Background: an optimization exercise with open tools, aiming at small area. Do not read the settings as production practice. The RTL was checked by simulation tests, not by an equivalence proof against the original design. Power and IR drop assume default switching activity.

[design/flow/run.sh]
#!/bin/bash
# synth_recipe.tcl (not shown) runs the flow's synth.tcl, then flattens the netlist and writes it again
# the make line also repeats each setting of config.mk as NAME=value (left out here)
make -C /OpenROAD-flow-scripts/flow DESIGN_CONFIG=/design/flow/config.mk WORK_HOME=/design/flow/orfs CLKGATE_MAP_FILE= SYNTH_SCRIPT=/design/flow/synth_recipe.tcl finish
[design/flow/config.mk]
export PLATFORM = sky130hd
export DESIGN_NAME = gm
export DESIGN_NICKNAME = gm
export VERILOG_FILES = /design/flow/design.v
export SDC_FILE = /design/flow/constraint.sdc
export NUM_CORES = 4
export LEC_CHECK = 0
export ABC_AREA = 1
export CAP_MARGIN = 20
export CORE_MARGIN = 2
export CORE_UTILIZATION = 70
export CTS_BUF_LIST = sky130_fd_sc_hd__clkbuf_4
export SLEW_MARGIN = 20
[design/flow/constraint.sdc]
create_clock -name core_clock -period 25.0 [get_ports {clk_1mhz}]
set_input_delay 5.0000 -clock core_clock [delete_from_list [all_inputs] [get_ports {clk_1mhz}]]
set_output_delay 5.0000 -clock core_clock [all_outputs]
set_load 0.01 [all_outputs]
[design/flow/design.v]
module timebase(
    input  wire       clk_1mhz,
    input  wire       rst,
    output reg  [3:0] fr,
    output reg  [3:0] ft,
    output reg        fh,
    output reg  [2:0] scan
);
always @(posedge clk_1mhz or posedge rst) begin
    if (rst) begin
        fr <= 4'd0; ft <= 4'd0; fh <= 1'b0; scan <= 3'd0;
    end else if (fr == 4'd9) begin
        fr <= 4'd0;
        scan <= scan + 3'd1;
        if (ft == 4'd9) begin
            ft <= 4'd0;
            fh <= ~fh;
        end else begin
            ft <= ft + 4'd1;
        end
    end else begin
        fr <= fr + 4'd1;
    end
end
endmodule
module key_button_input(
    input  wire       clk_1mhz,
    input  wire       rst,
    input  wire [10:0] key_button_in,
    output wire       start_btn,    
    output wire       mole_btn,     
    output wire [2:0] mole_idx      
);
reg [3:0] bv;
reg [1:0] btn_sync;
always @(posedge clk_1mhz or posedge rst) begin
    if (rst) begin
        bv <= 4'hf;
        btn_sync <= 2'b00;
    end else begin
        case (key_button_in)
            11'b000_0000_0001: bv <= 4'd0;
            11'b000_0000_0010: bv <= 4'd1;
            11'b000_0000_0100: bv <= 4'd2;
            11'b000_0000_1000: bv <= 4'd3;
            11'b000_0001_0000: bv <= 4'd4;
            11'b000_0010_0000: bv <= 4'd5;
            11'b000_0100_0000: bv <= 4'd6;
            11'b000_1000_0000: bv <= 4'd7;
            11'b001_0000_0000: bv <= 4'd8;
            11'b010_0000_0000: bv <= 4'd9;
            11'b100_0000_0000: bv <= 4'd10;
            default:           bv <= 4'hf;
        endcase
        btn_sync <= {btn_sync[0], ~&bv};
    end
end
wire btn_edge = (btn_sync == 2'b01);
assign start_btn = btn_edge && (bv == 4'd9);
assign mole_btn  = btn_edge && !bv[3];
assign mole_idx  = bv[2:0];
endmodule
module peizo_output(
    input  wire       clk_1MHz,
    input  wire [3:0] mode,
    output reg        piezo_out
);
reg [4:0] freq;
always @(*) begin
    case (mode)
        4'd1: freq = 5'd19;
        4'd2: freq = 5'd17;
        4'd3: freq = 5'd15;
        4'd4: freq = 5'd14;
        4'd5: freq = 5'd13;
        4'd6: freq = 5'd11;
        4'd7: freq = 5'd10;
        4'd8: freq = 5'd9;
        default: freq = 5'd0;
    endcase
end
reg [4:0] cnt;
always @(posedge clk_1MHz) begin
    if (freq != 5'd0) begin
        cnt <= cnt + 5'd1;
        if (cnt >= freq) begin
            piezo_out <= ~piezo_out;
            cnt <= 5'd0;
        end
    end else begin
        cnt <= 5'd0;
        piezo_out <= 1'b0;
    end
end
endmodule
module seg_output(
    input  wire       clk_1mhz,
    input  wire       rst,
    input  wire [1:0] lives,
    output wire [7:0] seg_out
);
reg [1:0] lives_d;
reg       v;
always @(posedge clk_1mhz or posedge rst) begin
    if (rst) v <= 1'b0;
    else v <= 1'b1;
end
always @(posedge clk_1mhz) lives_d <= lives;
reg [7:0] seg;
always @(*) begin
    case (lives_d)
        2'd0: seg = 8'b00111111;
        2'd1: seg = 8'b00000110;
        2'd2: seg = 8'b01011011;
        default: seg = 8'b01001111;
    endcase
end
assign seg_out = v ? seg : 8'd0;
endmodule
module seg_arr_output(
    input  wire [2:0] scan,
    input  wire [1:0] bs1,
    input  wire [3:0] bs0,
    input  wire       sc3,
    input  wire [3:0] sc2, sc1, sc0,
    output wire [7:0] seg_out,
    output wire [7:0] array_out
);
reg [3:0] dval;
reg       dblank;
always @(*) begin
    dval = 4'd0;
    dblank = 1'b0;
    case (scan)
        3'd5: begin dval = {2'b00, bs1}; dblank = (bs1 == 2'd0); end
        3'd4: begin dval = bs0; end
        3'd3: begin dval = {3'b000, sc3}; dblank = !sc3; end
        3'd2: begin dval = sc2; dblank = !sc3 && (sc2 == 4'd0); end
        3'd1: begin dval = sc1; dblank = !sc3 && (sc2 == 4'd0) && (sc1 == 4'd0); end
        3'd0: begin dval = sc0; end
        default: begin dblank = 1'b1; end
    endcase
end
reg [7:0] segd;
always @(*) begin
    case (dval)
        4'd0: segd = 8'b11111100;
        4'd1: segd = 8'b01100000;
        4'd2: segd = 8'b11011010;
        4'd3: segd = 8'b11110010;
        4'd4: segd = 8'b01100110;
        4'd5: segd = 8'b10110110;
        4'd6: segd = 8'b10111110;
        4'd7: segd = 8'b11100000;
        4'd8: segd = 8'b11111110;
        4'd9: segd = 8'b11110110;
        default: segd = 8'b00000000;
    endcase
end
assign seg_out = dblank ? 8'd0 : segd;
assign array_out = ~(8'd1 << scan);
endmodule
module servo_output(
    input  wire       clk_1mhz,
    input  wire       rst,
    input  wire       enable,
    input  wire [2:0] tA,
    input  wire [3:0] tB,
    input  wire [3:0] fr,
    input  wire [3:0] ft,
    input  wire       fh,
    output reg        servo_out
);
wire [4:0] q = enable ? {tA, tB[3:2]} : 5'd8;
wire [5:0] lim = 6'd7 + {1'b0, q};
wire [5:0] frame = (ft[1] ? 6'd20 : ft[0] ? 6'd10 : 6'd0) + {2'b00, fr};
always @(posedge clk_1mhz or posedge rst) begin
    if (rst) servo_out <= 1'b0;
    else servo_out <= !fh && (ft < 4'd3) && (frame < lim);
end
endmodule
module rgb_led_output(
    input  wire       clk,
    input  wire       rst,
    input  wire [2:0] state,
    input  wire       timer_running,
    input  wire       timer_nz,
    output wire [3:0] led_red,
    output wire [3:0] led_green,
    output wire [3:0] led_blue
);
reg red, green;
always @(posedge clk or posedge rst) begin
    if (rst) begin
        red <= 1'b0;
        green <= 1'b0;
    end else begin
        red <= ((state == 3'd1) && timer_running && timer_nz) || (state == 3'd3);
        green <= ((state == 3'd1) && timer_running) || (state == 3'd5);
    end
end
assign led_red = {4{red}};
assign led_green = {4{green}};
assign led_blue = 4'b0000;
endmodule
module text_lcd_output(
    input  wire       clk_1mhz,
    input  wire       rst,
    input  wire       lcd_tick,
    input  wire       clk_100hz,
    input  wire [2:0] gsm_state,
    input  wire       gsm_state_changed,
    input  wire [1:0] gsm_stage,
    input  wire       hs3,
    input  wire [3:0] hs2, hs1, hs0,
    input  wire       hsu,
    output reg        lcd_rs,
    output reg        lcd_rw,
    output wire       lcd_en,
    output reg  [7:0] lcd_data
);
localparam L_DELAY = 3'd0, L_FS = 3'd1, L_DO = 3'd2, L_EM = 3'd3,
           L_IDLE = 3'd4, L_CLR = 3'd5, L_L1 = 3'd6, L_L2 = 3'd7;
reg [2:0] lst;
reg [6:0] lcnt;
reg       update_req, prev_hsu;
always @(posedge clk_1mhz or posedge rst) begin
    if (rst) begin
        update_req <= 1'b1;
        prev_hsu <= 1'b0;
    end else begin
        if (gsm_state_changed) update_req <= 1'b1;
        if (hsu != prev_hsu) begin
            update_req <= 1'b1;
            prev_hsu <= hsu;
        end else if (lst == L_CLR) update_req <= 1'b0;
    end
end
wire [6:0] lcnt_inc = lcnt + 7'd1;
always @(posedge clk_1mhz or posedge rst) begin
    if (rst) begin
        lst <= L_DELAY;
        lcnt <= 7'd0;
    end else if (lcd_tick) begin
        lcnt <= lcnt_inc;
        case (lst)
            L_DELAY: if (lcnt == 7'd69) begin lst <= L_FS; lcnt <= 7'd0; end
            L_FS:    if (lcnt == 7'd29) begin lst <= L_DO; lcnt <= 7'd0; end
            L_DO:    if (lcnt == 7'd29) begin lst <= L_EM; lcnt <= 7'd0; end
            L_EM:    if (lcnt == 7'd29) begin lst <= L_IDLE; lcnt <= 7'd0; end
            L_IDLE:  if (update_req) begin lst <= L_CLR; lcnt <= 7'd0; end
            L_CLR:   if (lcnt == 7'd1) begin lst <= L_L1; lcnt <= 7'd0; end
            L_L1:    if (lcnt == 7'd19) begin lst <= L_L2; lcnt <= 7'd0; end
            default: if (lcnt == 7'd19) begin lst <= L_IDLE; lcnt <= 7'd0; end
        endcase
    end
end
wire [3:0] hd2 = hs3 ? 4'd9 : hs2;
wire [3:0] hd1 = hs3 ? 4'd9 : hs1;
wire [3:0] hd0 = hs3 ? 4'd9 : hs0;
wire [4:0] ci = lcnt[4:0];
reg [7:0] ch1, ch2;
always @(*) begin
    ch1 = 8'h20;
    case (gsm_state)
        3'd1: case (ci) 5'd1: ch1 = "R"; 5'd2: ch1 = "E"; 5'd3: ch1 = "A"; 5'd4: ch1 = "D"; 5'd5: ch1 = "Y"; default: ; endcase
        3'd2: case (ci) 5'd1: ch1 = "P"; 5'd2: ch1 = "L"; 5'd3: ch1 = "A"; 5'd4: ch1 = "Y"; 5'd5: ch1 = "I";
                        5'd6: ch1 = "N"; 5'd7: ch1 = "G"; default: ; endcase
        3'd3: case (ci) 5'd1: ch1 = "G"; 5'd2: ch1 = "A"; 5'd3: ch1 = "M"; 5'd4: ch1 = "E";
                        5'd6: ch1 = "O"; 5'd7: ch1 = "V"; 5'd8: ch1 = "E"; 5'd9: ch1 = "R"; default: ; endcase
        3'd4: case (ci) 5'd1: ch1 = "S"; 5'd2: ch1 = "T"; 5'd3: ch1 = "A"; 5'd4: ch1 = "G"; 5'd5: ch1 = "E";
                        5'd7: ch1 = "C"; 5'd8: ch1 = "L"; 5'd9: ch1 = "E"; 5'd10: ch1 = "A"; default: ; endcase
        3'd5: case (ci) 5'd1: ch1 = "G"; 5'd2: ch1 = "A"; 5'd3: ch1 = "M"; 5'd4: ch1 = "E";
                        5'd6: ch1 = "C"; 5'd7: ch1 = "L"; 5'd8: ch1 = "E"; 5'd9: ch1 = "A"; 5'd10: ch1 = "R"; default: ; endcase
        default: ;
    endcase
    ch2 = 8'h20;
    case (gsm_state)
        3'd1, 3'd2: case (ci) 5'd1: ch2 = "S"; 5'd2: ch2 = "T"; 5'd3: ch2 = "A"; 5'd4: ch2 = "G"; 5'd5: ch2 = "E";
                              5'd6: ch2 = ":"; 5'd8: ch2 = {6'b001100, gsm_stage}; default: ; endcase
        3'd3, 3'd5: case (ci) 5'd1: ch2 = "B"; 5'd2: ch2 = "E"; 5'd3: ch2 = "S"; 5'd4: ch2 = "T"; 5'd5: ch2 = ":";
                              5'd8: if (hd2 != 4'd0) ch2 = {4'b0011, hd2};
                              5'd9: if (hd2 != 4'd0 || hd1 != 4'd0) ch2 = {4'b0011, hd1};
                              5'd10: ch2 = {4'b0011, hd0};
                              5'd11: if (hsu) ch2 = "*";
                              default: ; endcase
        default: ;
    endcase
end
always @(posedge clk_1mhz or posedge rst) begin
    if (rst) begin
        lcd_rs <= 1'b1;
        lcd_rw <= 1'b1;
        lcd_data <= 8'd0;
    end else if (lcd_tick) begin
        case (lst)
            L_FS:  begin lcd_rs <= 1'b0; lcd_rw <= 1'b0; lcd_data <= 8'b00111100; end
            L_DO:  begin lcd_rs <= 1'b0; lcd_rw <= 1'b0; lcd_data <= 8'b00001100; end
            L_EM:  begin lcd_rs <= 1'b0; lcd_rw <= 1'b0; lcd_data <= 8'b00000110; end
            L_CLR: begin lcd_rs <= 1'b0; lcd_rw <= 1'b0; lcd_data <= 8'b00000001; end
            L_L1:  begin
                lcd_rw <= 1'b0;
                if (lcnt == 7'd0) begin lcd_rs <= 1'b0; lcd_data <= 8'h80; end
                else begin lcd_rs <= 1'b1; lcd_data <= ch1; end
            end
            L_L2:  begin
                if (lcnt == 7'd0) begin lcd_rs <= 1'b0; lcd_data <= 8'hc0; end
                else begin lcd_rs <= 1'b1; lcd_data <= ch2; end
            end
            default: begin lcd_rs <= 1'b1; lcd_rw <= 1'b1; lcd_data <= 8'd0; end
        endcase
    end
end
assign lcd_en = (lst == L_IDLE) ? 1'b0 : clk_100hz;
endmodule
module gsm(
    input  wire       clk_1mhz,
    input  wire       rst,
    input  wire [3:0] flag,
    input  wire       trig,
    output reg        done,
    output reg        sec_posedge,
    output reg        running,
    output reg  [2:0] tA,
    output reg  [3:0] tB,
    output reg  [2:0] state,
    output reg  [1:0] stage,
    output reg  [1:0] lives,
    output reg        sc3,
    output reg  [3:0] sc2, sc1, sc0,
    output reg  [1:0] bs1,
    output reg  [3:0] bs0,
    output reg        hs3,
    output reg  [3:0] hs2, hs1, hs0,
    output reg        hsu,
    output reg        st_chg
);
localparam [13:0] G_LAST = 14'd8629;
reg [13:0] g;
reg [1:0] sync_trig;
wire trig_edge = sync_trig[0] & ~sync_trig[1];
wire bs_nz = (bs1 != 2'd0) || (bs0 != 4'd0);
wire sc_wrap = sc3 && (sc2 == 4'd0) && (sc1 == 4'd2) && (sc0 == 4'd3);
wire score_gt = {sc3, sc2, sc1, sc0} > {hs3, hs2, hs1, hs0};
wire timer_nz = (tA != 3'd0) || (tB != 4'd0);
reg [2:0] state_n;
always @(*) begin
    state_n = state;
    if (trig_edge) begin
        case (flag)
            4'b1000, 4'b1111: state_n = 3'd1;
            4'b1010: state_n = 3'd2;
            4'b1100: state_n = 3'd4;
            4'b1101: state_n = 3'd3;
            4'b1110: state_n = 3'd5;
            default: ;
        endcase
    end
end
always @(posedge clk_1mhz) begin
    if (rst) begin
        done <= 1'b0;
        sec_posedge <= 1'b0;
        running <= 1'b0;
        tA <= 3'd0; tB <= 4'd4;
        state <= 3'd1;
        stage <= 2'd1;
        lives <= 2'd3;
        bs1 <= 2'd3; bs0 <= 4'd0;
        sc3 <= 1'b0; sc2 <= 4'd0; sc1 <= 4'd0; sc0 <= 4'd0;
        hs3 <= 1'b0; hs2 <= 4'd0; hs1 <= 4'd0; hs0 <= 4'd0;
        hsu <= 1'b0;
        sync_trig <= 2'b00;
        g <= 14'd0;
        st_chg <= 1'b0;
    end else begin
        done <= trig_edge;
        sec_posedge <= 1'b0;
        sync_trig <= {sync_trig[0], trig};
        state <= state_n;
        st_chg <= (state_n != state);
        if (trig_edge) begin
            case (flag)
                4'b0001: begin
                    if (sc_wrap) begin
                        sc3 <= 1'b0; sc2 <= 4'd0; sc1 <= 4'd0; sc0 <= 4'd0;
                    end else if (sc0 != 4'd9) begin
                        sc0 <= sc0 + 4'd1;
                    end else begin
                        sc0 <= 4'd0;
                        if (sc1 != 4'd9) begin
                            sc1 <= sc1 + 4'd1;
                        end else begin
                            sc1 <= 4'd0;
                            if (sc2 != 4'd9) begin
                                sc2 <= sc2 + 4'd1;
                            end else begin
                                sc2 <= 4'd0;
                                sc3 <= 1'b1;
                            end
                        end
                    end
                    if (bs_nz) begin
                        if (bs0 != 4'd0) begin
                            bs0 <= bs0 - 4'd1;
                        end else begin
                            bs0 <= 4'd9;
                            bs1 <= bs1 - 2'd1;
                        end
                    end
                end
                4'b0010: begin if (lives != 2'd0) lives <= lives - 2'd1; end
                4'b0101: begin running <= 1'b1; end
                4'b1000: begin
                    tA <= 3'd0; tB <= 4'd4;
                    running <= 1'b0;
                    lives <= 2'd3;
                    bs1 <= 2'd3; bs0 <= 4'd0;
                    hsu <= 1'b0;
                end
                4'b1010: begin
                    tA <= 3'd4; tB <= 4'd0;
                    running <= 1'b1;
                    hsu <= 1'b0;
                end
                4'b1100: begin
                    stage <= stage + 2'd1;
                    running <= 1'b0;
                    hsu <= 1'b0;
                end
                4'b1101, 4'b1110: begin
                    running <= 1'b0;
                    if (score_gt) begin
                        hs3 <= sc3; hs2 <= sc2; hs1 <= sc1; hs0 <= sc0;
                        hsu <= 1'b1;
                    end
                end
                4'b1111: begin
                    tA <= 3'd0; tB <= 4'd4;
                    running <= 1'b0;
                    stage <= 2'd1;
                    lives <= 2'd3;
                    sc3 <= 1'b0; sc2 <= 4'd0; sc1 <= 4'd0; sc0 <= 4'd0;
                    bs1 <= 2'd3; bs0 <= 4'd0;
                    hsu <= 1'b0;
                end
                default: ;
            endcase
        end
        if (running) begin
            if (g != G_LAST) begin
                g <= {g[12:0], ~(g[13] ^ g[12] ^ g[11] ^ g[1])};
            end else begin
                g <= 14'd0;
                if (timer_nz) begin
                    if (tB == 4'd0) begin
                        tB <= 4'd14;
                        tA <= tA - 3'd1;
                    end else begin
                        tB <= tB - 4'd1;
                        tA <= tA;
                    end
                    sec_posedge <= 1'b1;
                end else begin
                    running <= 1'b0;
                end
            end
        end else begin
            g <= 14'd0;
        end
    end
end
endmodule
module igm(
    input  wire       clk_1mhz,
    input  wire       rst,
    input  wire       enable,
    input  wire [1:0] gsm_stage,
    input  wire [2:0] btn_idx,
    output wire       hit,         
    output wire [7:0] leds
);
reg [15:0] lfsr1, lfsr2;
always @(posedge clk_1mhz or posedge rst) begin
    if (rst) begin
        lfsr1 <= 16'd123;
        lfsr2 <= 16'd456;
    end else begin
        lfsr1 <= {lfsr1[14:0], lfsr1[15] ^ lfsr1[13] ^ lfsr1[12] ^ lfsr1[10]};
        lfsr2 <= {lfsr2[14:0], lfsr2[15] ^ lfsr2[13] ^ lfsr2[12] ^ lfsr2[10]};
    end
end
wire [8:0] r1 = lfsr1[9:1];
wire [8:0] r2 = lfsr2[9:1];
reg        act;
reg [3:0]  pre;      
reg        show1, show2;
reg [2:0]  pos1, pos2;
reg [9:0]  dc1, dc2;
wire [9:0] dur_m1 = (gsm_stage == 2'd2) ? 10'd749 : (gsm_stage == 2'd3) ? 10'd499 : 10'd999;
function hide_end(input [9:0] d, input [1:0] stg);
    begin
        case (stg)
            2'd2: hide_end = (d == 10'd0) || (d == 10'd250) || (d == 10'd500);
            2'd3: hide_end = (d == 10'd0) || (d == 10'd200) || (d == 10'd400);
            default: hide_end = (d == 10'd0) || (d == 10'd500);
        endcase
    end
endfunction
wire ms_tick = (pre == 4'd9);
always @(posedge clk_1mhz) begin
    if (!enable) begin
        act <= 1'b0;
        pre <= 4'd0;
        show1 <= 1'b0;
        show2 <= 1'b0;
    end else if (!act) begin
        act <= 1'b1;
        pre <= 4'd0;
        show1 <= 1'b1; pos1 <= r1[2:0]; dc1 <= dur_m1;
        show2 <= 1'b1; pos2 <= r2[2:0]; dc2 <= dur_m1;
    end else begin
        pre <= ms_tick ? 4'd0 : {pre[2:0], ~(pre[3] ^ pre[2])};
        if (ms_tick) begin
            if (show1) begin
                if (dc1 == 10'd0) begin show1 <= 1'b0; dc1 <= {1'b0, r1}; end
                else dc1 <= dc1 - 10'd1;
            end else begin
                if (hide_end(dc1, gsm_stage)) begin show1 <= 1'b1; pos1 <= r1[2:0]; dc1 <= dur_m1; end
                else dc1 <= dc1 - 10'd1;
            end
            if (show2) begin
                if (dc2 == 10'd0) begin show2 <= 1'b0; dc2 <= {1'b0, r2}; end
                else dc2 <= dc2 - 10'd1;
            end else begin
                if (hide_end(dc2, gsm_stage)) begin show2 <= 1'b1; pos2 <= r2[2:0]; dc2 <= dur_m1; end
                else dc2 <= dc2 - 10'd1;
            end
        end
    end
end
assign hit = (show1 && (pos1 == btn_idx)) || (show2 && (pos2 == btn_idx));
assign leds = ({8{show1}} & (8'd1 << pos1)) | ({8{show2}} & (8'd1 << pos2));
endmodule
module sndm(
    input  wire       clk_1mhz,
    input  wire       rst,
    input  wire [2:0] snd_mode,
    input  wire       trig,
    output reg        playing,
    output wire       piezo_out
);
localparam [10:0] S_LAST = 11'd1491;
reg        ptrig;
reg [2:0]  sidx;
reg [10:0] scnt;
reg [2:0]  lmode;
wire start = trig && !ptrig;
wire note_end = (scnt == S_LAST);
reg [3:0] note;
reg       last;
always @(*) begin
    note = 4'd0;
    case (lmode)
        3'd1: note = 4'd2;
        3'd2: note = 4'd8;
        3'd3: case (sidx) 3'd0: note = 4'd1; default: note = 4'd5; endcase
        3'd4: case (sidx) 3'd1: note = 4'd0; default: note = 4'd3; endcase
        3'd5: case (sidx) 3'd0: note = 4'd1; 3'd1: note = 4'd3; 3'd2: note = 4'd5; default: note = 4'd8; endcase
        3'd6: case (sidx) 3'd0: note = 4'd8; 3'd1: note = 4'd5; 3'd2: note = 4'd3; default: note = 4'd1; endcase
        3'd7: case (sidx) 3'd0: note = 4'd7; 3'd1: note = 4'd3; 3'd2: note = 4'd5; 3'd3: note = 4'd0;
                          3'd4: note = 4'd2; 3'd5: note = 4'd4; default: note = 4'd8; endcase
        default: note = 4'd0;
    endcase
    case (lmode)
        3'd3: last = (sidx == 3'd1);
        3'd4: last = (sidx == 3'd2);
        3'd5, 3'd6: last = (sidx == 3'd3);
        3'd7: last = (sidx == 3'd6);
        default: last = 1'b1;
    endcase
end
always @(posedge clk_1mhz or posedge rst) begin
    if (rst) begin
        playing <= 1'b0;
        ptrig <= 1'b0;
    end else begin
        ptrig <= trig;
        if (start) playing <= 1'b1;
        else if (note_end && last) playing <= 1'b0;
    end
end
always @(posedge clk_1mhz) begin
    if (start) begin
        sidx <= 3'd0;
        scnt <= 11'd0;
        lmode <= snd_mode;
    end else begin
        scnt <= note_end ? 11'd0 : {scnt[9:0], ~(scnt[10] ^ scnt[8])};
        if (note_end) sidx <= sidx + 3'd1;
    end
end
peizo_output peizo_inst(
    .clk_1MHz(clk_1mhz),
    .mode(playing ? note : 4'd0),
    .piezo_out(piezo_out)
);
endmodule
module gm(
    input wire clk_1mhz, input wire rst,
    input wire [10:0] btn_in,
    output wire piezo_out,
    output wire [7:0] led_out,
    output wire [7:0] seg_out,
    output wire [7:0] seg_arr_out,
    output wire [7:0] seg_sel_out,
    output wire servo_out,
    output wire [3:0] led_red_out,
    output wire [3:0] led_green_out,
    output wire [3:0] led_blue_out,
    output wire [7:0] lcd_data,
    output wire lcd_rs,
    output wire lcd_rw,
    output wire lcd_en
);
reg        gsm_trig;
reg [3:0]  gsm_flag;
reg        snd_trig;
reg [2:0]  snd_mode;
wire       gsm_done, gsm_sec_posedge, gsm_running, gsm_hsu, gsm_st_chg;
wire [2:0] tA;
wire [3:0] tB;
wire [2:0] gsm_state;
wire [1:0] gsm_stage, gsm_lives;
wire       sc3, hs3;
wire [3:0] sc2, sc1, sc0, hs2, hs1, hs0, bs0;
wire [1:0] bs1;
gsm gsm_inst(
    .clk_1mhz(clk_1mhz), .rst(rst),
    .flag(gsm_flag), .trig(gsm_trig),
    .done(gsm_done), .sec_posedge(gsm_sec_posedge), .running(gsm_running),
    .tA(tA), .tB(tB), .state(gsm_state), .stage(gsm_stage), .lives(gsm_lives),
    .sc3(sc3), .sc2(sc2), .sc1(sc1), .sc0(sc0), .bs1(bs1), .bs0(bs0),
    .hs3(hs3), .hs2(hs2), .hs1(hs1), .hs0(hs0), .hsu(gsm_hsu), .st_chg(gsm_st_chg)
);
wire timer_nz = (tA != 3'd0) || (tB != 4'd0);
wire start_btn, mole_btn;
wire [2:0] mole_idx;
key_button_input kbi_inst(
    .clk_1mhz(clk_1mhz), .rst(rst), .key_button_in(btn_in),
    .start_btn(start_btn), .mole_btn(mole_btn), .mole_idx(mole_idx)
);
wire igm_enable = (gsm_state == 3'd2) && gsm_running;
wire hit;
igm igm_inst(
    .clk_1mhz(clk_1mhz), .rst(rst), .enable(igm_enable), .gsm_stage(gsm_stage),
    .btn_idx(mole_idx), .hit(hit), .leds(led_out)
);
wire snd_playing;
sndm sndm_inst(
    .clk_1mhz(clk_1mhz), .rst(rst), .snd_mode(snd_mode), .trig(snd_trig),
    .playing(snd_playing), .piezo_out(piezo_out)
);
wire [3:0] fr, ft;
wire       fh;
wire [2:0] scan;
timebase tb_inst(.clk_1mhz(clk_1mhz), .rst(rst), .fr(fr), .ft(ft), .fh(fh), .scan(scan));
seg_output seg_single_inst(.clk_1mhz(clk_1mhz), .rst(rst), .lives(gsm_lives), .seg_out(seg_out));
seg_arr_output seg_inst(
    .scan(scan), .bs1(bs1), .bs0(bs0), .sc3(sc3), .sc2(sc2), .sc1(sc1), .sc0(sc0),
    .seg_out(seg_arr_out), .array_out(seg_sel_out)
);
servo_output servo_inst(
    .clk_1mhz(clk_1mhz), .rst(rst), .enable(igm_enable), .tA(tA), .tB(tB),
    .fr(fr), .ft(ft), .fh(fh), .servo_out(servo_out)
);
rgb_led_output rgb_led_inst(
    .clk(clk_1mhz), .rst(rst), .state(gsm_state), .timer_running(gsm_running),
    .timer_nz(timer_nz), .led_red(led_red_out), .led_green(led_green_out), .led_blue(led_blue_out)
);
text_lcd_output lcd_inst(
    .clk_1mhz(clk_1mhz), .rst(rst),
    .lcd_tick((ft == 4'd4) && (fr == 4'd9)), .clk_100hz(ft >= 4'd5),
    .gsm_state(gsm_state), .gsm_state_changed(gsm_st_chg), .gsm_stage(gsm_stage),
    .hs3(hs3), .hs2(hs2), .hs1(hs1), .hs0(hs0), .hsu(gsm_hsu),
    .lcd_rs(lcd_rs), .lcd_rw(lcd_rw), .lcd_en(lcd_en), .lcd_data(lcd_data)
);
reg [1:0] tsync;
reg       ssync;
reg       rbc, ssp;
wire bs_nz = (bs1 != 2'd0) || (bs0 != 4'd0);
wire [3:0] end_flag = bs_nz ? 4'b1101 : (gsm_stage != 2'd3) ? 4'b1100 : 4'b1110;
always @(posedge clk_1mhz or posedge rst) begin
    if (rst) begin
        gsm_trig <= 1'b0;
        gsm_flag <= 4'd0;
        snd_trig <= 1'b0;
        snd_mode <= 3'd0;
        tsync <= 2'd0;
        ssync <= 1'b0;
        rbc <= 1'b0;
        ssp <= 1'b0;
    end else begin
        tsync <= {tsync[0], gsm_running};
        ssync <= gsm_sec_posedge;
        case (gsm_state)
        3'd1: begin
            gsm_trig <= 1'b0;
            snd_trig <= 1'b0;
            if (start_btn) begin
                gsm_flag <= 4'b0101;
                gsm_trig <= 1'b1;
                rbc <= 1'b1;
            end
            if (rbc) begin
                if (ssync && !snd_playing) begin
                    snd_mode <= timer_nz ? 3'b001 : 3'b010;
                    snd_trig <= 1'b1;
                end
                if (tsync == 2'b10) begin
                    gsm_flag <= 4'b1010;
                    gsm_trig <= 1'b1;
                end
            end
        end
        3'd2: begin
            gsm_trig <= 1'b0;
            snd_trig <= 1'b0;
            rbc <= 1'b0;
            ssp <= 1'b0;
            if (gsm_lives != 2'd0) begin
                if (mole_btn) begin
                    gsm_flag <= hit ? 4'b0001 : 4'b0010;
                    snd_mode <= hit ? 3'b011 : 3'b100;
                    gsm_trig <= 1'b1;
                    snd_trig <= 1'b1;
                end
                if (tsync == 2'b10) begin
                    gsm_flag <= end_flag;
                    gsm_trig <= 1'b1;
                end
            end else if (!gsm_done) begin
                gsm_flag <= end_flag;
                gsm_trig <= 1'b1;
            end
        end
        3'd3, 3'd5: begin
            gsm_trig <= 1'b0;
            snd_trig <= 1'b0;
            if (!snd_playing && !ssp) begin
                snd_mode <= {2'b11, ~gsm_state[1]};
                snd_trig <= 1'b1;
                ssp <= 1'b1;
            end
            if (start_btn) begin
                gsm_flag <= 4'b1111;
                gsm_trig <= 1'b1;
            end
        end
        3'd4: begin
            gsm_trig <= 1'b0;
            snd_trig <= 1'b0;
            if (!snd_playing) begin
                if (snd_mode != 3'b101) begin
                    snd_mode <= 3'b101;
                    snd_trig <= 1'b1;
                end else begin
                    gsm_flag <= 4'b1000;
                    gsm_trig <= 1'b1;
                end
            end
        end
        default: ;
        endcase
    end
end
endmodule
==> run notes, run 1 <==
Via Count 12.3k; skew final 24.2 ps; cts hold-fix bufs 0; slew margin rel. 0.495; Slew @ Worst Pin 758 ps; first-pass GRT wire length 53.2 mm; FF-to-FF setup slack 21,770 ps; # setup viols final 0; FILL cells approximately 1.4k; final net count between 1.5k and 2k; R2R Path Start sndm_inst.sidx[1]; Total Neg Setup Slack 0 ps; Worst Setup Start Kind flip-flop; Hold Crit Class flip-flop to flip-flop; Die Ht 142 um; WL per Instance roughly 15 um; Syn Area/Cell between 7 and 8 um2; Final Hold Slack 339 ps; R2R cell count 22; DRC errors left 0; synth-to-layout area growth 11.1%; WL met3 2.47 mm; post-CTS sizing 0; outcome timing/DRC/antenna clean; Most used DFF post-synth dfxtp_1; most used cell, CP ha_1; die area 20,000 um2; crit path from tb_inst.scan[0]; final WL ~32 mm; layout cell share with drive strength beyond 1 0.109; top routing layer used met4; Hold Path End ssync; final period utilization 0.341; Core Util, Final 0.788; I/O pins 70; CTS buffer count 55; total gr overflow 0; CP required 20,000 ps; max cap viols 0; cell area after synthesis 13,200 um2; kind of cell adding the most delay to the critical path buffers and inverters; postcts setup bufs 0; vias in the first global route 11.3k; Cells after DPL approximately 2.0k; clk buf depth 3; clock root buffer clkbuf_4; hold_sp gsm_inst.sec_posedge; flip-flop and latch count after synthesis 217; Initial Util 0.710; maximum VDD drop 42.0 uV; unrepaired setup endpoints after global routing false; reg2reg end sndm_inst.peizo_inst.cnt[0]; met1 WL 14.2 mm; later-pin clock latency in the skew report approximately 680 ps; Die Width 142 um; hold depth 0; post-DP HPWL 23.7 mm; largest net degree at the start of global routing 64; Critical Path, Cell by Cell ha_1 > ha_1 > nand2_1 > o211ai_1 > nor3_1 > inv_1 > ha_1 > nand2_1 > o21ai_0 > a21oi_1 > clkdlybuf4s50_1; Post-Layout Cell Count 2,151; # port buffers 63; shortest period the worst path allows 8520 ps; met2 wire length 14.5 mm; CP Class flip-flop to primary output; CTS clk-pin slew, worst paths 60 ps; Rows 50; final hold vios 0; share of the yosys chip area belonging to registers 0.387; CP peak stage delay 580 ps; GRT Util Overall 0.320; CP max-delay cell clkdlybuf4s50_1; fin. max-slew vios 0; Placer Congestion ~0.96; post-synthesis cell count around 1.8k; Pleak 0.00687 uW; Core Box Area 18,600 um2; initial antenna violation count 2; critical path arrival about 3500 ps; H-tree levels 2; post-synth cell types 62; Worst setup EP type primary output; EDFF count, synth 29; Yosys warning total 12; WP buf/inv 2; TritonCTS clock tree yes; fmax approximately 0.12 GHz; Worst Path Max Fanout 4; PwrDens 51.4 nW/um2; Post-synth ARST share 0.424; Stages on worst setup path 11; initial drt markers 968; Vias/cell 5.70; clk sink count 217; Detailed Routing Iterations Pass 1 6; post-route ant nets 0
[cell usage in the layout, fill, tap and decap left out, types with 5 or more instances in the layout]
cell / instances
nand4_1: 36
a31oi_1: 9
clkbuf_4: 81
nand2_2: 17
nor4_1: 7
nand3_1: 143
a21oi_2: 6
edfxtp_1: 29
nand3b_1: 9
clkdlybuf4s50_1: 63
o211ai_1: 10
xor2_1: 33
a21oi_1: 84
nor3_1: 34
inv_2: 35
inv_1: 227
dfxtp_1: 96
dfstp_2: 17
o21ai_1: 37
nand3_2: 5
o22ai_1: 22
a211oi_1: 11
xnor2_1: 12
nor2_1: 203
nand2_1: 349
nor2_4: 8
nor2_2: 16
clkinv_1: 22
ha_1: 84
o21ai_0: 70
conb_1: 7
or2_2: 6
dfrtp_1: 75
[metal layers]
layer  global-route usage  vias up
li1                     -     6068
met4                0.105        0
met2                0.511      482
met3               0.0604       69
met1                0.442     5649
met5                    0        -
[sequential cells by signal, indices dropped and copies added (netlist names), 5 cells and up]
signal,cells
gsm_inst.g,14
igm_inst.dc2,10
lcd_inst.lcnt,7
lcd_inst.lcd_data,8
sndm_inst.peizo_inst.cnt,5
igm_inst.lfsr1,16
igm_inst.dc1,10
igm_inst.lfsr2,16
sndm_inst.scnt,11
[per-stage QoR]
step,setup slack (ps),cell area [um2],total power (uW)
after detailed placement,17200,14000,455
after floorplan,16190,13300,437
after global placement,17350,14000,451
final,16480,14700,755
after CTS,16470,14700,760
after global routing,16230,14700,791
[synth_stat cells, drive strengths merged, types with 12 or more instances]
cell    instances  area [um2]
nand2         366        1420
inv           262         983
nor2          227         952
nand3         149         783
o21ai         107         536
dfxtp          96        1920
a21oi          91         489
ha             84        1050
dfrtp          75        1880
nor3           37         206
nand4          36         225
xor2           33         289
buf            30         201
edfxtp         29         871
o22ai          22         138
dfstp          17         447
xnor2          12         105
[how the worst max path moves through the flow]
stage	endpoint	slack, ps
5_1_grt	seg_arr_out[4]	16230
6_report	seg_arr_out[2]	16480
4_1_cts	seg_arr_out[4]	16470
3_3_place_gp	seg_arr_out[4]	17350
3_5_place_dp	seg_arr_out[4]	17200
2_1_floorplan	gsm_flag[0]	16190
[logic make-up after synthesis]
family	Yosys count	synth area share
simple gates	848	0.288
buf+inv	309	0.0943
compound gates	274	0.119
flops	217	0.387
fa+ha+maj	85	0.0809
xor+xnor	45	0.0298
other cells	2	0.000567
mux	1	0.000851
[power by group]
part	switching, uW	leakage (uW)	total (uW)	internal, uW
logic	41.0	0.00422	66.2	25.2
registers	10.8	0.00222	381	370
clock network	148	0.000428	308	160
total	200	0.00687	755	555
[area by class of cell]
class | instances | area (um2) | area share
inverter | 269 | 1010 | 0.0689
multi-input combinational | 1260 | 6890 | 0.469
tap | 234 | 293 | 0.0199
sequential | 217 | 5120 | 0.348
antenna | 2 | 5.00 | 0.000341
clock buffer | 81 | 608 | 0.0414
timing repair buffer | 67 | 661 | 0.0449
clock inverter | 21 | 114 | 0.00775
==> run 2: changes to the inputs <==
==> design/flow/flow/run.sh (new file) <==
#!/bin/bash
# Own layout flow: the standard ORFS flow, with
#  - the standard synthesis script, only ABC's mapping script swapped (flow/abc_map.script)
#  - port buffers of the smallest buffer cell
#  - clock tree without dummy loads
# Every tool's output goes to a log in this folder (and ORFS's own logs under orfs/logs).
set -euo pipefail
W=$(pwd)
F=$W/flow

# synthesis: synth_recipe.tcl unchanged, with abc's -script argument replaced
cat > $W/own_synth.tcl <<EOT
proc abc {args} {
  set i [lsearch -exact \$args -script]
  if {\$i >= 0} { lset args [expr {\$i + 1}] {$F/abc_map.script} }
  yosys abc {*}\$args
}
source {$W/synth_recipe.tcl}
EOT

# extra settings on top of the standard flow's config.mk
cp $W/config.mk $W/own_config.mk
cat $F/extra.mk >> $W/own_config.mk

sed -e "s#SYNTH_SCRIPT=[^ ]*synth_recipe.tcl#SYNTH_SCRIPT=$W/own_synth.tcl#" \
    -e "s#DESIGN_CONFIG=[^ ]*config.mk#DESIGN_CONFIG=$W/own_config.mk#" \
    $W/standard.sh > $W/own_standard.sh
grep -q own_synth.tcl $W/own_standard.sh
grep -q own_config.mk $W/own_standard.sh

bash $W/own_standard.sh > $W/own_flow.log 2>&1
==> design/flow/flow/abc_map.script (new file) <==
strash
&get -n
&deepsyn -T 60
&put
dch -f
map -a
topo
==> design/flow/flow/extra.mk (new file) <==
export BUFFER_PORTS_ARGS = -buffer_cell sky130_fd_sc_hd__buf_1
export CTS_ARGS = -sink_clustering_enable -repair_clock_nets -dont_use_dummy_load -buf_list sky130_fd_sc_hd__clkbuf_4
==> design/flow/standard.sh (new file) <==
#!/bin/bash
# synth_recipe.tcl (not shown) runs the flow's synth.tcl, then flattens the netlist and writes it again
# the make line also repeats each setting of config.mk as NAME=value (left out here)
make -C /OpenROAD-flow-scripts/flow DESIGN_CONFIG=/design/flow/config.mk WORK_HOME=/design/flow/orfs CLKGATE_MAP_FILE= SYNTH_SCRIPT=/design/flow/synth_recipe.tcl "${@:-finish}"
--- a/design/flow/config.mk
+++ b/design/flow/config.mk
@@ -9,5 +9,4 @@
 export CAP_MARGIN = 20
 export CORE_MARGIN = 2
 export CORE_UTILIZATION = 70
-export CTS_BUF_LIST = sky130_fd_sc_hd__clkbuf_4
 export SLEW_MARGIN = 20
removed: design/flow/run.sh
==> run 2 against run 1 <==
Clock power is 28% lower. Sequential share of layout area is 5.9 points higher. Combinational power is 7.3% lower. Sequential power is 1% higher. Wire length is 13% lower. Core utilization is 2.4 points lower. Clock-buffer cell count is 25 lower. First-iteration DRC count is 6.2% lower. Synthesized area is 11% lower. Setup slack better by 170 ps. Flip-flop and latch count stayed put. Global-route usage is 0.78 points lower. Largest cell class unchanged.
==> run notes, run 2 <==
TritonCTS clock tree yes; share of the yosys chip area belonging to registers 0.436 (+0.0492); post-synth cell types 51 (-18%); postcts setup bufs 0 (unchanged); first-pass GRT wire length 45.9 mm (-14%); Via Count 10.6k (-14%); Slew @ Worst Pin 928 ps (+170 ps); Detailed Routing Iterations Pass 1 7 (+1); # port buffers 63 (unchanged); largest registers igm_inst.lfsr1: 16 flops, igm_inst.lfsr2: 16 flops, gsm_inst.g: 14 flops; DRC errors left 0 (unchanged); Worst Setup Start Kind flip-flop; Vias/cell 5.93 (+3.9%); fmax 0.120 GHz (+2.0%); vias in the first global route 9,892 (-13%); clk sink count 217 (unchanged); total gr overflow 0 (unchanged); post-CTS sizing 0 (unchanged); I/O pins 70 (unchanged); FILL cells 1,239 (-13%); largest net degree at the start of global routing 67 (+4.7%); Cell Area, Placed 12,200 um2 (-13%); top cells by area, synth dfxtp_1 16%, dfrtp_1 16%, ha_1 9.0%; Post-synth top cells 249 x clkinv_1, 213 x nor2_1, 171 x nand2_1; CP required 20,000 ps (about the same); Placer Congestion 1.01 (+5.3%); maximum VDD drop 52.0 uV (+24%); outcome timing/DRC/antenna clean; CP peak stage delay 740 ps (+160 ps); Initial Util 0.713 (+0.00306); critical path arrival 3360 ps (-160 ps); CP max-delay cell nor4_1; WL per Instance 15.5 um (+4.8%); Finished Cell Area 12,600 um2 (-14%); Total Neg Setup Slack 0 ps (unchanged); fin. max-slew vios 0 (unchanged); final hold vios 0 (unchanged); Die Width 134 um (-5.7%); clk buf depth 3 (unchanged); unrepaired setup endpoints after global routing false; PwrDens 53.3 nW/um2 (+3.7%); cell area after synthesis 11,700 um2 (-11%); Yosys warning total 12 (unchanged); final net count 1,659 (-16%); GRT Util Overall 0.312 (-0.00777); Pleak 0.00511 uW (-26%); kind of cell adding the most delay to the critical path simple AND/OR/NAND/NOR gates; final WL 27.6 mm (-13%); CTS clk-pin slew, worst paths 60 ps (about the same); Setup WS post-layout 16,640 ps (+168 ps); most numerous cell in the Yosys netlist clkinv_1; Critical Path, Cell by Cell clkinv_1 > ha_1 > nand2_1 > nor2_1 > nor4_1 > clkinv_1 > ha_1 > nand2_1 > nand2_1 > a21oi_1 > buf_1; Rows 47 (-6.0%); Most used DFF post-synth dfxtp_1; synth-to-layout area growth 7.15%; Hold Crit Class flip-flop to flip-flop; # setup viols final 0 (unchanged); CTS buffer count 56 (+1.8%); Syn Area/Cell 8.09 um2 (+8.9%); Synth top area share 0.164 (+0.0185); most common cell after layout, fill and taps aside clkinv_1; slew margin rel. 0.379 (-0.116); flip-flop and latch count after synthesis 217 (unchanged); clock root buffer clkbuf_4; initial drt markers 908 (-6.2%); Worst Path Max Fanout 5 (+1); Worst setup EP type primary output; Setup WS pre-CTS 17,330 ps (+130 ps); most frequent cells in the layout 248 x clkinv_1, 213 x nor2_1, 171 x nand2_1, 96 x dfxtp_1, 91 x a21oi_1; Cells after DPL 1,723 (-16%); cts hold-fix bufs 0 (unchanged); skew final 75.8 ps (+51.6 ps); WP buf/inv 3 (+1); CP Class flip-flop to primary output; post-DP HPWL 20.8 mm (-12%); shortest period the worst path allows 8360 ps (-168 ps); post-synthesis cell count 1,451 (-19%); Post-Layout Cell Count 1,780 (-17%); layout cell share with drive strength beyond 1 0.0622 (-0.0464); top cell type by total area after synthesis dfxtp_1; later-pin clock latency in the skew report 670 ps (about the same); Final Hold Slack 331 ps (-7.73 ps); die area 17,800 um2 (-11%); Post-synth ARST share 0.424 (unchanged); H-tree levels 2 (unchanged); Die Ht 134 um (-5.7%); most used cell, CP nand2_1; final period utilization 0.334 (-0.00673); EDFF count, synth 29 (unchanged); max cap viols 0 (unchanged); Core Box Area 16,500 um2 (-12%); initial antenna violation count 2 (unchanged); post-route ant nets 0 (unchanged)
## run 2: changes by cell type after synthesis, moves of 22 or more
cell	previous run	this run
o21ai_1	37	0
nand4_1	36	14
clkinv_1	7	249
nand3_1	143	51
nor3_1	34	59
inv_2	35	0
inv_1	227	0
nand2_1	349	171
## run 2: path summary, 6_finish.rpt
check,startpoint,to,slack [ps],cells after the start
worst max-delay path,tb_inst.scan[0],seg_arr_out[1],16640,11
worst min-delay path,igm_inst.lfsr1[4],igm_inst.lfsr1[5],330,0
worst max register to register,gsm_inst.state[1],igm_inst.dc2[0],20590,9
worst min register to register,igm_inst.lfsr1[4],igm_inst.lfsr1[5],330,0
max in group asynchronous,rst,lcd_inst.lcd_data[1],19150,3
min in group asynchronous,rst,tb_inst.scan[0],4630,2
## run 2: final cells by class
| class | count | area, um2 | area share |
|---|---|---|---|
| Multi-Input combinational cell | 973 | 5580 | 0.444 |
| Sequential cell | 217 | 5120 | 0.407 |
| Inverter | 249 | 937 | 0.0745 |
| Clock buffer | 56 | 420 | 0.0334 |
| Tap cell | 220 | 275 | 0.0219 |
| Timing Repair Buffer | 64 | 244 | 0.0194 |
| Antenna cell | 1 | 2.50 | 0.000199 |
## run 2: kinds of logic (layout without fill, tap and decap cells)
group                      count (synthesis)  after routing  share of synthesized area
buffers and inverters                    266            369                     0.0902
other                                      2              8                   0.000640
DFF                                      217            217                      0.436
and+or+nand+nor                          539            539                      0.195
AOI/OAI and AO/OA                        318            318                      0.170
xor gates and xnor gates                  24             24                     0.0179
adders and majority gates                 85             85                     0.0912
## run 2: layer usage
layer	up-vias	wire, um	track usage
met2	388	12600	0.499
met3	67	1850	0.0578
met4	2	610	0.110
met5	-	13	0
met1	4899	12500	0.431
li1	5195	-	-
## run 2: power breakdown
part | total (uW) | switching [uW] | internal (uW)
clock | 223 | 122 | 101
sequential | 386 | 12.7 | 373
combinational | 61.4 | 39.4 | 22.0
total | 670 | 174 | 496
## run 2: worst reg2reg max path, stage by stage (launching register included)
cell	delay [ps]
dfxtp_1	450
clkinv_1	320
nor2_1	400
clkinv_1	180
nor2_1	400
clkinv_1	370
nor2_1	600
nand3_1	290
nand2_1	240
clkinv_1	650
## run 2: stage by stage
step                       util  power [uW]
after detailed placement  0.738         453
after global placement    0.738         451
after floorplan               -         438
after global routing      0.764         705
after CTS                 0.764         676
final                     0.764         670
==> run 3: changes to the inputs <==
--- a/design/flow/design.v
+++ b/design/flow/design.v
@@ -215,9 +215,9 @@
     input  wire [3:0] hs2, hs1, hs0,
     input  wire       hsu,
     output reg        lcd_rs,
-    output reg        lcd_rw,
+    output wire       lcd_rw,
     output wire       lcd_en,
-    output reg  [7:0] lcd_data
+    output wire [7:0] lcd_data
 );
 localparam L_DELAY = 3'd0, L_FS = 3'd1, L_DO = 3'd2, L_EM = 3'd3,
            L_IDLE = 3'd4, L_CLR = 3'd5, L_L1 = 3'd6, L_L2 = 3'd7;
@@ -248,7 +248,7 @@
             L_FS:    if (lcnt == 7'd29) begin lst <= L_DO; lcnt <= 7'd0; end
             L_DO:    if (lcnt == 7'd29) begin lst <= L_EM; lcnt <= 7'd0; end
             L_EM:    if (lcnt == 7'd29) begin lst <= L_IDLE; lcnt <= 7'd0; end
-            L_IDLE:  if (update_req) begin lst <= L_CLR; lcnt <= 7'd0; end
+            L_IDLE:  if (update_req) begin lst <= L_CLR; lcnt <= 7'd0; end else lcnt <= 7'd1;
             L_CLR:   if (lcnt == 7'd1) begin lst <= L_L1; lcnt <= 7'd0; end
             L_L1:    if (lcnt == 7'd19) begin lst <= L_L2; lcnt <= 7'd0; end
             default: if (lcnt == 7'd19) begin lst <= L_IDLE; lcnt <= 7'd0; end
@@ -287,30 +287,32 @@
         default: ;
     endcase
 end
+reg [6:0] data_q;
 always @(posedge clk_1mhz or posedge rst) begin
     if (rst) begin
         lcd_rs <= 1'b1;
-        lcd_rw <= 1'b1;
-        lcd_data <= 8'd0;
+        data_q <= 7'd0;
     end else if (lcd_tick) begin
         case (lst)
-            L_FS:  begin lcd_rs <= 1'b0; lcd_rw <= 1'b0; lcd_data <= 8'b00111100; end
-            L_DO:  begin lcd_rs <= 1'b0; lcd_rw <= 1'b0; lcd_data <= 8'b00001100; end
-            L_EM:  begin lcd_rs <= 1'b0; lcd_rw <= 1'b0; lcd_data <= 8'b00000110; end
-            L_CLR: begin lcd_rs <= 1'b0; lcd_rw <= 1'b0; lcd_data <= 8'b00000001; end
+            L_FS:  begin lcd_rs <= 1'b0; data_q <= 7'b0111100; end
+            L_DO:  begin lcd_rs <= 1'b0; data_q <= 7'b0001100; end
+            L_EM:  begin lcd_rs <= 1'b0; data_q <= 7'b0000110; end
+            L_CLR: begin lcd_rs <= 1'b0; data_q <= 7'b0000001; end
             L_L1:  begin
-                lcd_rw <= 1'b0;
-                if (lcnt == 7'd0) begin lcd_rs <= 1'b0; lcd_data <= 8'h80; end
-                else begin lcd_rs <= 1'b1; lcd_data <= ch1; end
+                if (lcnt == 7'd0) begin lcd_rs <= 1'b0; data_q <= 7'h00; end
+                else begin lcd_rs <= 1'b1; data_q <= ch1[6:0]; end
             end
             L_L2:  begin
-                if (lcnt == 7'd0) begin lcd_rs <= 1'b0; lcd_data <= 8'hc0; end
-                else begin lcd_rs <= 1'b1; lcd_data <= ch2; end
+                if (lcnt == 7'd0) begin lcd_rs <= 1'b0; data_q <= 7'h40; end
+                else begin lcd_rs <= 1'b1; data_q <= ch2[6:0]; end
             end
-            default: begin lcd_rs <= 1'b1; lcd_rw <= 1'b1; lcd_data <= 8'd0; end
+            default: begin lcd_rs <= 1'b1; data_q <= 7'd0; end
         endcase
     end
 end
+assign lcd_data = {~lcd_rs & (data_q[5:0] == 6'd0), data_q};
+assign lcd_rw = (lst == L_DELAY) || ((lst == L_IDLE) && lcnt[0]) ||
+                (((lst == L_FS) || (lst == L_CLR)) && (lcnt == 7'd0));
 assign lcd_en = (lst == L_IDLE) ? 1'b0 : clk_100hz;
 endmodule
 module gsm(
@@ -339,6 +341,7 @@
 reg [13:0] g;
 reg [1:0] sync_trig;
 wire trig_edge = sync_trig[0] & ~sync_trig[1];
+wire g_last = (g == G_LAST);
 wire bs_nz = (bs1 != 2'd0) || (bs0 != 4'd0);
 wire sc_wrap = sc3 && (sc2 == 4'd0) && (sc1 == 4'd2) && (sc0 == 4'd3);
 wire score_gt = {sc3, sc2, sc1, sc0} > {hs3, hs2, hs1, hs0};
@@ -359,8 +362,6 @@
 end
 always @(posedge clk_1mhz) begin
     if (rst) begin
-        done <= 1'b0;
-        sec_posedge <= 1'b0;
         running <= 1'b0;
         tA <= 3'd0; tB <= 4'd4;
         state <= 3'd1;
@@ -371,14 +372,9 @@
         hs3 <= 1'b0; hs2 <= 4'd0; hs1 <= 4'd0; hs0 <= 4'd0;
         hsu <= 1'b0;
         sync_trig <= 2'b00;
-        g <= 14'd0;
-        st_chg <= 1'b0;
     end else begin
-        done <= trig_edge;
-        sec_posedge <= 1'b0;
         sync_trig <= {sync_trig[0], trig};
         state <= state_n;
-        st_chg <= (state_n != state);
         if (trig_edge) begin
             case (flag)
                 4'b0001: begin
@@ -447,29 +443,28 @@
                 default: ;
             endcase
         end
-        if (running) begin
-            if (g != G_LAST) begin
-                g <= {g[12:0], ~(g[13] ^ g[12] ^ g[11] ^ g[1])};
-            end else begin
-                g <= 14'd0;
-                if (timer_nz) begin
-                    if (tB == 4'd0) begin
-                        tB <= 4'd14;
-                        tA <= tA - 3'd1;
-                    end else begin
-                        tB <= tB - 4'd1;
-                        tA <= tA;
-                    end
-                    sec_posedge <= 1'b1;
+        if (running && g_last) begin
+            if (timer_nz) begin
+                if (tB == 4'd0) begin
+                    tB <= 4'd14;
+                    tA <= tA - 3'd1;
                 end else begin
-                    running <= 1'b0;
+                    tB <= tB - 4'd1;
+                    tA <= tA;
                 end
+            end else begin
+                running <= 1'b0;
             end
-        end else begin
-            g <= 14'd0;
         end
     end
 end
+always @(posedge clk_1mhz) begin
+    done <= trig_edge;
+    st_chg <= (state_n != state);
+    sec_posedge <= running && g_last && timer_nz;
+    if (running && !g_last) g <= {g[12:0], ~(g[13] ^ g[12] ^ g[11] ^ g[1])};
+    else g <= 14'd0;
+end
 endmodule
 module igm(
     input  wire       clk_1mhz,
@@ -492,7 +487,6 @@
 end
 wire [8:0] r1 = lfsr1[9:1];
 wire [8:0] r2 = lfsr2[9:1];
-reg        act;
 reg [3:0]  pre;      
 reg        show1, show2;
 reg [2:0]  pos1, pos2;
@@ -510,12 +504,10 @@
 wire ms_tick = (pre == 4'd9);
 always @(posedge clk_1mhz) begin
     if (!enable) begin
-        act <= 1'b0;
-        pre <= 4'd0;
+        pre <= 4'd15;
         show1 <= 1'b0;
         show2 <= 1'b0;
-    end else if (!act) begin
-        act <= 1'b1;
+    end else if (pre == 4'd15) begin
         pre <= 4'd0;
         show1 <= 1'b1; pos1 <= r1[2:0]; dc1 <= dur_m1;
         show2 <= 1'b1; pos2 <= r2[2:0]; dc2 <= dur_m1;
==> design/flow/flow/abc_map.script (replaced) <==
strash
&get -n
&deepsyn -T 60
&put
dch -f
amap
topo
==> design/flow/flow/extra.mk (replaced) <==
export BUFFER_PORTS_ARGS = -buffer_cell sky130_fd_sc_hd__buf_1
export CTS_ARGS = -sink_clustering_enable -repair_clock_nets -dont_use_dummy_load -buf_list "sky130_fd_sc_hd__clkbuf_8" -sink_clustering_size 18 -sink_clustering_max_diameter 120
--- a/design/flow/config.mk
+++ b/design/flow/config.mk
@@ -8,5 +8,5 @@
 export ABC_AREA = 1
 export CAP_MARGIN = 20
 export CORE_MARGIN = 2
-export CORE_UTILIZATION = 70
+export CORE_UTILIZATION = 80
 export SLEW_MARGIN = 20
==> run 3 against run 2 <==
Total power is 12% lower. First-iteration DRC count rose by 55%. Synthesized cell count down 5.6%. Clock skew decreased by 53 ps. Fmax decreased by 2.6%. Flip-flop and latch count is 3 lower. Register-to-register slack got worse by 450 ps. Core utilization increased by 10 points. Via count increased by 3.8%. Setup slack got worse by 230 ps. Critical path type unchanged. Critical endpoint is now seg_arr_out[2]. Largest power group unchanged. Highest routed layer is now met4.
==> run notes, run 3 <==
Detailed Routing Iterations Pass 1 9 (+2); top cell type by total area after synthesis dfxtp_1; WL per Instance 18.7 um (+20%); flip-flop and latch count after synthesis 214 (-1.4%); kind of cell adding the most delay to the critical path compound AO/OA/AOI/OAI gates; final hold vios 0 (unchanged); most used cell, CP clkinv_1; R2R cell count 18 (+9); WP buf/inv 4 (+1); Placer Congestion 1.01 (+0.59%); area of the multi-input gates 5600 um2 (+0.29%); post-synthesis cell count 1,370 (-5.6%); Initial Util 0.825 (+0.112); post-synth cell types 60 (+18%); maximum VDD drop 51.9 uV (-0.16%); Most used DFF post-synth dfxtp_1; clock root buffer clkbuf_8; unrepaired setup endpoints after global routing false; largest registers igm_inst.lfsr1: 16 flops, igm_inst.lfsr2: 16 flops, gsm_inst.g: 14 flops; CP peak stage delay 860 ps (+120 ps); hold depth 0 (unchanged); cts hold-fix bufs 0 (unchanged); synth-to-layout area growth 5.05%; Slew @ Worst Pin 1030 ps (+105 ps); PwrDens 48.4 nW/um2 (-9.1%); TritonCTS clock tree yes; DRC errors left 0 (unchanged); most numerous cell in the Yosys netlist clkinv_1; later-pin clock latency in the skew report 510 ps (-160 ps); # port buffers 63 (unchanged); vias in the first global route 10.2k (+3.4%); most frequent cells in the layout 211 x clkinv_1, 207 x nor2_1, 118 x nand2_1, 95 x dfxtp_1, 85 x ha_1; CP Class flip-flop to primary output; fin. max-slew vios 0 (unchanged); slew margin rel. 0.309 (-0.0697); top cells by area, synth dfxtp_1 16%, dfrtp_1 16%, ha_1 9.2%; Post-synth ARST share 0.421 (-0.00340); post-CTS sizing 0 (unchanged); layout cell share with drive strength beyond 1 0.0243 (-0.0379); I/O pins 70 (unchanged); CP max-delay cell a221oi_1; Setup WS pre-CTS 17,160 ps (-172 ps); EDFF count, synth 29 (unchanged); post-DP HPWL 22.7 mm (+9.2%); Rows 43 (-8.5%); register area 5040 um2 (-1.4%); share of the yosys chip area belonging to registers 0.437 (+0.00124); shortest period the worst path allows 8580 ps (+227 ps); Worst setup EP type primary output; Post-Layout Cell Count 1,618 (-9.1%); first-pass GRT wire length 48.8 mm (+6.3%); Cells after DPL 1,603 (-7.0%); Die Ht 124 um (-7.0%); postcts setup bufs 0 (unchanged); busiest grt layer met2; clk sink count 214 (-1.4%); CTS clk-pin slew, worst paths 110 ps (+50 ps); Worst Path Max Fanout 7 (+2); skew final 22.4 ps (-53.4 ps); most common cell after layout, fill and taps aside clkinv_1; cell area after synthesis 11,500 um2 (-1.7%); post-route ant nets 0 (unchanged); fmax 0.117 GHz (-2.6%); total chip power 587 uW (-12%); max cap viols 0 (unchanged); H-tree levels 1 (-1); Stages on worst setup path 9 (-2); grt met3 use 0.0614 (+0.00352); Hold Crit Class flip-flop to flip-flop; outcome timing/DRC/antenna clean; critical path arrival 3580 ps (+220 ps); Worst Setup Start Kind flip-flop; Die Width 124 um (-7.0%); met2 Resource Use GR 0.659 (+0.160); Core Box Area 14,000 um2 (-15%); initial antenna violation count 0 (-2); Post-synth top cells 212 x clkinv_1, 208 x nor2_1, 118 x nand2_1; Via Count 11.0k (+3.8%); # setup viols final 0 (unchanged); final net count 1,539 (-7.2%); CP required 20,000 ps (about the same); FILL cells 757 (-39%); Yosys warning total 12 (unchanged); Setup WS post-layout 16,420 ps (-227 ps); Critical Path, Cell by Cell clkinv_1 > ha_1 > nand2_1 > clkinv_1 > a221oi_1 > clkinv_1 > a211oi_1 > o21a_1 > buf_1; final WL 30.2 mm (+9.4%); largest net degree at the start of global routing 58 (-13%); CTS buffer count 15 (-73%); Synth top area share 0.165 (+0.00105); Total Neg Setup Slack 0 ps (unchanged); GRT Util Overall 0.397 (+0.0851); initial drt markers 1,403 (+55%); final period utilization 0.343 (+0.00906); Syn Area/Cell 8.43 um2 (+4.1%); total gr overflow 0 (unchanged); met1 usage 0.521 (+0.0906); Vias/cell 6.77 (+14%); clk buf depth 3 (unchanged); Antenna Diode Count 0 (-1); Pleak 0.00465 uW (-9.1%); die area 15,400 um2 (-14%)
[run 3: area by class of cell]
cell class / instances / area share
Clock buffer: 15 / 0.0170
Sequential cell: 214 / 0.416
Inverter: 212 / 0.0658
Tap cell: 180 / 0.0186
Multi-Input combinational cell: 932 / 0.462
Timing Repair Buffer: 65 / 0.0207
[run 3: power breakdown]
| group | leakage (uW) | internal, uW | switching, uW |
|---|---|---|---|
| clock | 0.000108 | 54.6 | 105 |
| sequential | 0.00221 | 365 | 12.4 |
| combinational | 0.00233 | 19.7 | 30.5 |
| total | 0.00465 | 439 | 148 |
[run 3: routing by layer]
metal	routed length, um	share of wire	up-vias
met5	0	0	-
met3	2840	0.094	179
li1	-	-	4955
met4	1490	0.049	0
met2	14200	0.47	748
met1	11600	0.39	5073
[run 3: per-stage QoR]
stage,area [um2],hold slack [ps],util
global route,12100,342,0.867
detailed placement,11900,320,0.852
floorplan,11600,316,-
global placement,11900,316,0.852
finish,12100,342,0.867
CTS,12100,335,0.867
[run 3: worst paths after layout]
check / end / slack [ps] / from
max: seg_arr_out[2] / 16420 / tb_inst.scan[0]
min: ssync / 340 / gsm_inst.sec_posedge
max reg2reg: servo_inst.servo_out / 20140 / gsm_inst.state[1]
min reg2reg: ssync / 340 / gsm_inst.sec_posedge
max in group asynchronous: lcd_inst.data_q[4] / 19260 / rst
min in group asynchronous: igm_inst.lfsr1[10] / 4640 / rst
[run 3: kinds of logic (layout without fill, tap and decap cells)]
kind of cell,count (synthesis),count (layout),share of synthesized area
buf+inv,229,292,0.0797
flops,214,214,0.437
simple gates,488,488,0.187
fa+ha+maj,86,86,0.0939
compound gates,351,351,0.202
other cells,2,7,0.000651
==> run 4: changes to the inputs <==
==> design/flow/flow/extra.mk (replaced) <==
export BUFFER_PORTS_ARGS = -buffer_cell sky130_fd_sc_hd__buf_1
export CTS_ARGS = -sink_clustering_enable -repair_clock_nets -dont_use_dummy_load -buf_list "sky130_fd_sc_hd__clkbuf_8" -sink_clustering_size 16 -sink_clustering_max_diameter 120
==> run 4 against run 3 <==
Hold slack worse by 7.6 ps. Still clean on timing, DRC and antenna. Largest cell class unchanged. Synthesized area unchanged. Total power up 1.4%.
==> run notes, run 4 <==
maximum VDD drop 43.9 uV (-15%); share of the yosys chip area belonging to registers 0.437 (unchanged); reg2reg end servo_inst.servo_out; PwrDens 49.0 nW/um2 (+1.2%); R2R Path Start gsm_inst.state[1]; DRC errors left 0 (unchanged); unrepaired setup endpoints after global routing false; H-tree levels 1 (unchanged); slew margin rel. 0.317 (+0.00835); post-synthesis cell count 1,370 (unchanged); postcts setup bufs 0 (unchanged); fin. max-slew vios 0 (unchanged); die area 15,400 um2 (unchanged); Slew @ Worst Pin 1020 ps (-16.5 ps); total gr overflow 0 (unchanged); most common cell after layout, fill and taps aside clkinv_1; vias in the first global route 10.4k (+1.2%); Total Neg Setup Slack 0 ps (unchanged); shortest period the worst path allows 8530 ps (-57.0 ps); most frequent cells in the layout 211 x clkinv_1, 207 x nor2_1, 118 x nand2_1, 95 x dfxtp_1, 85 x ha_1; largest registers igm_inst.lfsr1: 16 flops, igm_inst.lfsr2: 16 flops, gsm_inst.g: 14 flops; final WL 30.5 mm (+1.0%); Worst Setup Start Kind flip-flop; clk sink count 214 (unchanged); Initial Util 0.825 (unchanged); cts hold-fix bufs 0 (unchanged); final period utilization 0.341 (-0.00228); Most used DFF post-synth dfxtp_1; flip-flop and latch count after synthesis 214 (unchanged); # port buffers 63 (unchanged); Die Ht 124 um (unchanged); Hold Path End igm_inst.lfsr1[5]; most numerous cell in the Yosys netlist clkinv_1; # setup viols final 0 (unchanged); Rows 43 (unchanged); critical path arrival 3530 ps (-50 ps); max cap viols 0 (unchanged); R2R cell count 18 (unchanged); Placer Congestion 1.01 (unchanged); Worst Path Max Fanout 7 (unchanged); fmax 0.117 GHz (+0.67%); initial antenna violation count 0 (unchanged); synth-to-layout area growth 5.29%; CTS clk-pin slew, worst paths 100 ps (about the same); clk buf depth 3 (unchanged); post-synth cell types 60 (unchanged); cell area after synthesis 11,500 um2 (unchanged); initial drt markers 1,346 (-4.1%); Via Count 11.0k (+0.77%); layout cell share with drive strength beyond 1 0.0257 (+0.00136); Synth top area share 0.165 (unchanged); Antenna Diode Count 0 (unchanged); CP Class flip-flop to primary output; top cells by area, synth dfxtp_1 16%, dfrtp_1 16%, ha_1 9.2%; Vias/cell 6.81 (+0.64%); first-pass GRT wire length 49.5 mm (+1.3%); I/O pins 70 (unchanged); later-pin clock latency in the skew report 520 ps (about the same); FF-to-FF setup slack 20,090 ps (-50 ps); CTS buffer count 17 (+2); Die Width 124 um (unchanged); hold_sp igm_inst.lfsr1[4]; GRT Util Overall 0.402 (+0.00530); post-CTS sizing 0 (unchanged); Post-synth ARST share 0.421 (unchanged); Worst setup EP type primary output; Detailed Routing Iterations Pass 1 7 (-2); TritonCTS clock tree yes; Final Hold Slack 335 ps (-7.60 ps); post-DP HPWL 22.7 mm (unchanged); CP required 20,000 ps (about the same); Post-synth top cells 212 x clkinv_1, 208 x nor2_1, 118 x nand2_1; WL per Instance 18.8 um (+0.90%); Syn Area/Cell 8.43 um2 (unchanged); largest net degree at the start of global routing 58 (unchanged); final hold vios 0 (unchanged); skew final 46.8 ps (+24.4 ps); Core Box Area 14,000 um2 (unchanged); outcome timing/DRC/antenna clean; Hold Crit Class flip-flop to flip-flop; post-route ant nets 0 (unchanged); Yosys warning total 12 (unchanged); hold depth 0 (unchanged); top cell type by total area after synthesis dfxtp_1; EDFF count, synth 29 (unchanged); Pleak 0.00466 uW (+0.31%); clock root buffer clkbuf_8; final net count 1,541 (+0.13%)
==> run 4: cell families (layout without fill, tap and decap cells) <==
group,after synthesis,count (layout),share of synthesized area
other,2,7,0.000651
AOI/OAI and AO/OA,351,351,0.202
adders and majority gates,86,86,0.0939
DFF,214,214,0.437
and+or+nand+nor,488,488,0.187
buffers and inverters,229,294,0.0797
==> run 4: per-stage QoR <==
step	total power (uW)	util	instances	cell area (um2)	setup slack, ps
detailed placement	432	0.852	1603	11900	17160
global placement	428	0.852	1603	11900	17440
CTS	594	0.869	1620	12200	16590
global route	616	0.869	1620	12200	16320
finish	595	0.869	1620	12200	16470
floorplan	419	-	1375	11600	16410
==> run 4: critical path: stages (launching register included) <==
cell and delay, ps:
dfrtp_1 440, clkinv_1 150, ha_1 240, nand2_1 140
clkinv_1 140, a221oi_1 810, clkinv_1 300, a211oi_1 450
o21a_1 210, buf_1 150
==> run 4: report_power, final <==
| group | total [uW] | leakage (uW) | switching [uW] | internal [uW] |
|---|---|---|---|---|
| Sequential | 376 | 0.00221 | 11.1 | 365 |
| Combinational | 50.0 | 0.00233 | 30.4 | 19.7 |
| Clock | 169 | 0.000122 | 108 | 61.5 |
==> run 4: final cells by class <==
cell class | instances | area, um2
Clock buffer | 17 | 234
Fill cell | 745 | 1830
Inverter | 212 | 798
Multi-Input combinational cell | 932 | 5600
Sequential cell | 214 | 5040
Tap cell | 180 | 225
Timing Repair Buffer | 65 | 251
==> run 4: worst max path at each step <==
| stage | startpoint | endpoint | slack [ps] | cells past startpoint |
|---|---|---|---|---|
| floorplan | rst | gsm_inst.tA[0] | 16410 | 11 |
| CTS | tb_inst.scan[0] | seg_arr_out[2] | 16590 | 9 |
| finish | tb_inst.scan[0] | seg_arr_out[2] | 16470 | 9 |
| detailed placement | tb_inst.scan[0] | seg_arr_out[2] | 17160 | 9 |
| global route | tb_inst.scan[0] | seg_arr_out[7] | 16320 | 9 |
| global placement | tb_inst.scan[0] | seg_arr_out[7] | 17440 | 9 |
==> run 4: per-layer routing <==
metal  routed length (um)  global-route usage  vias up
met5                    0                   0        -
met4                 1510               0.176        0
met3                 3150              0.0810      202
met2                14300               0.664      843
met1                11600               0.516     5027
li1                     -                   -     4967

[separate check: timing with driven ports]
Ports are ideal in the flow. The routed layouts listed here were re-timed in OpenROAD.
Step 1, drivers: a clkbuf_16 drives clk_1mhz and a buf_2 each remaining input, both assumed.
Step 2 moves the port delays by t, midway between the first and last clock arrival at a register: inputs arrive t later, outputs are due t later. That takes back most of the time a late clock gives input paths.
Slacks: ideal / step 1 / step 2; pairs: ideal / step 1.
run | t (ns) | slack for setup (ns) | slew at the worst register clock pin (ns) | worst slew at a driven data input, ns | cell pins on the clock port's net
run 1 | 0.715 | 16.475 / 16.432 / 17.147 | 0.07 / 0.07 | 0.04 | 1
run 2 | 0.675 | 16.643 / 16.603 / 17.278 | 0.07 / 0.07 | 0.04 | 1
run 3 | 0.539 | 16.417 / 16.375 / 16.914 | 0.12 / 0.12 | 0.04 | 1
run 4 | 0.536 | 16.474 / 16.434 / 16.969 | 0.11 / 0.11 | 0.04 | 1
After both steps every run listed still meets setup and hold.
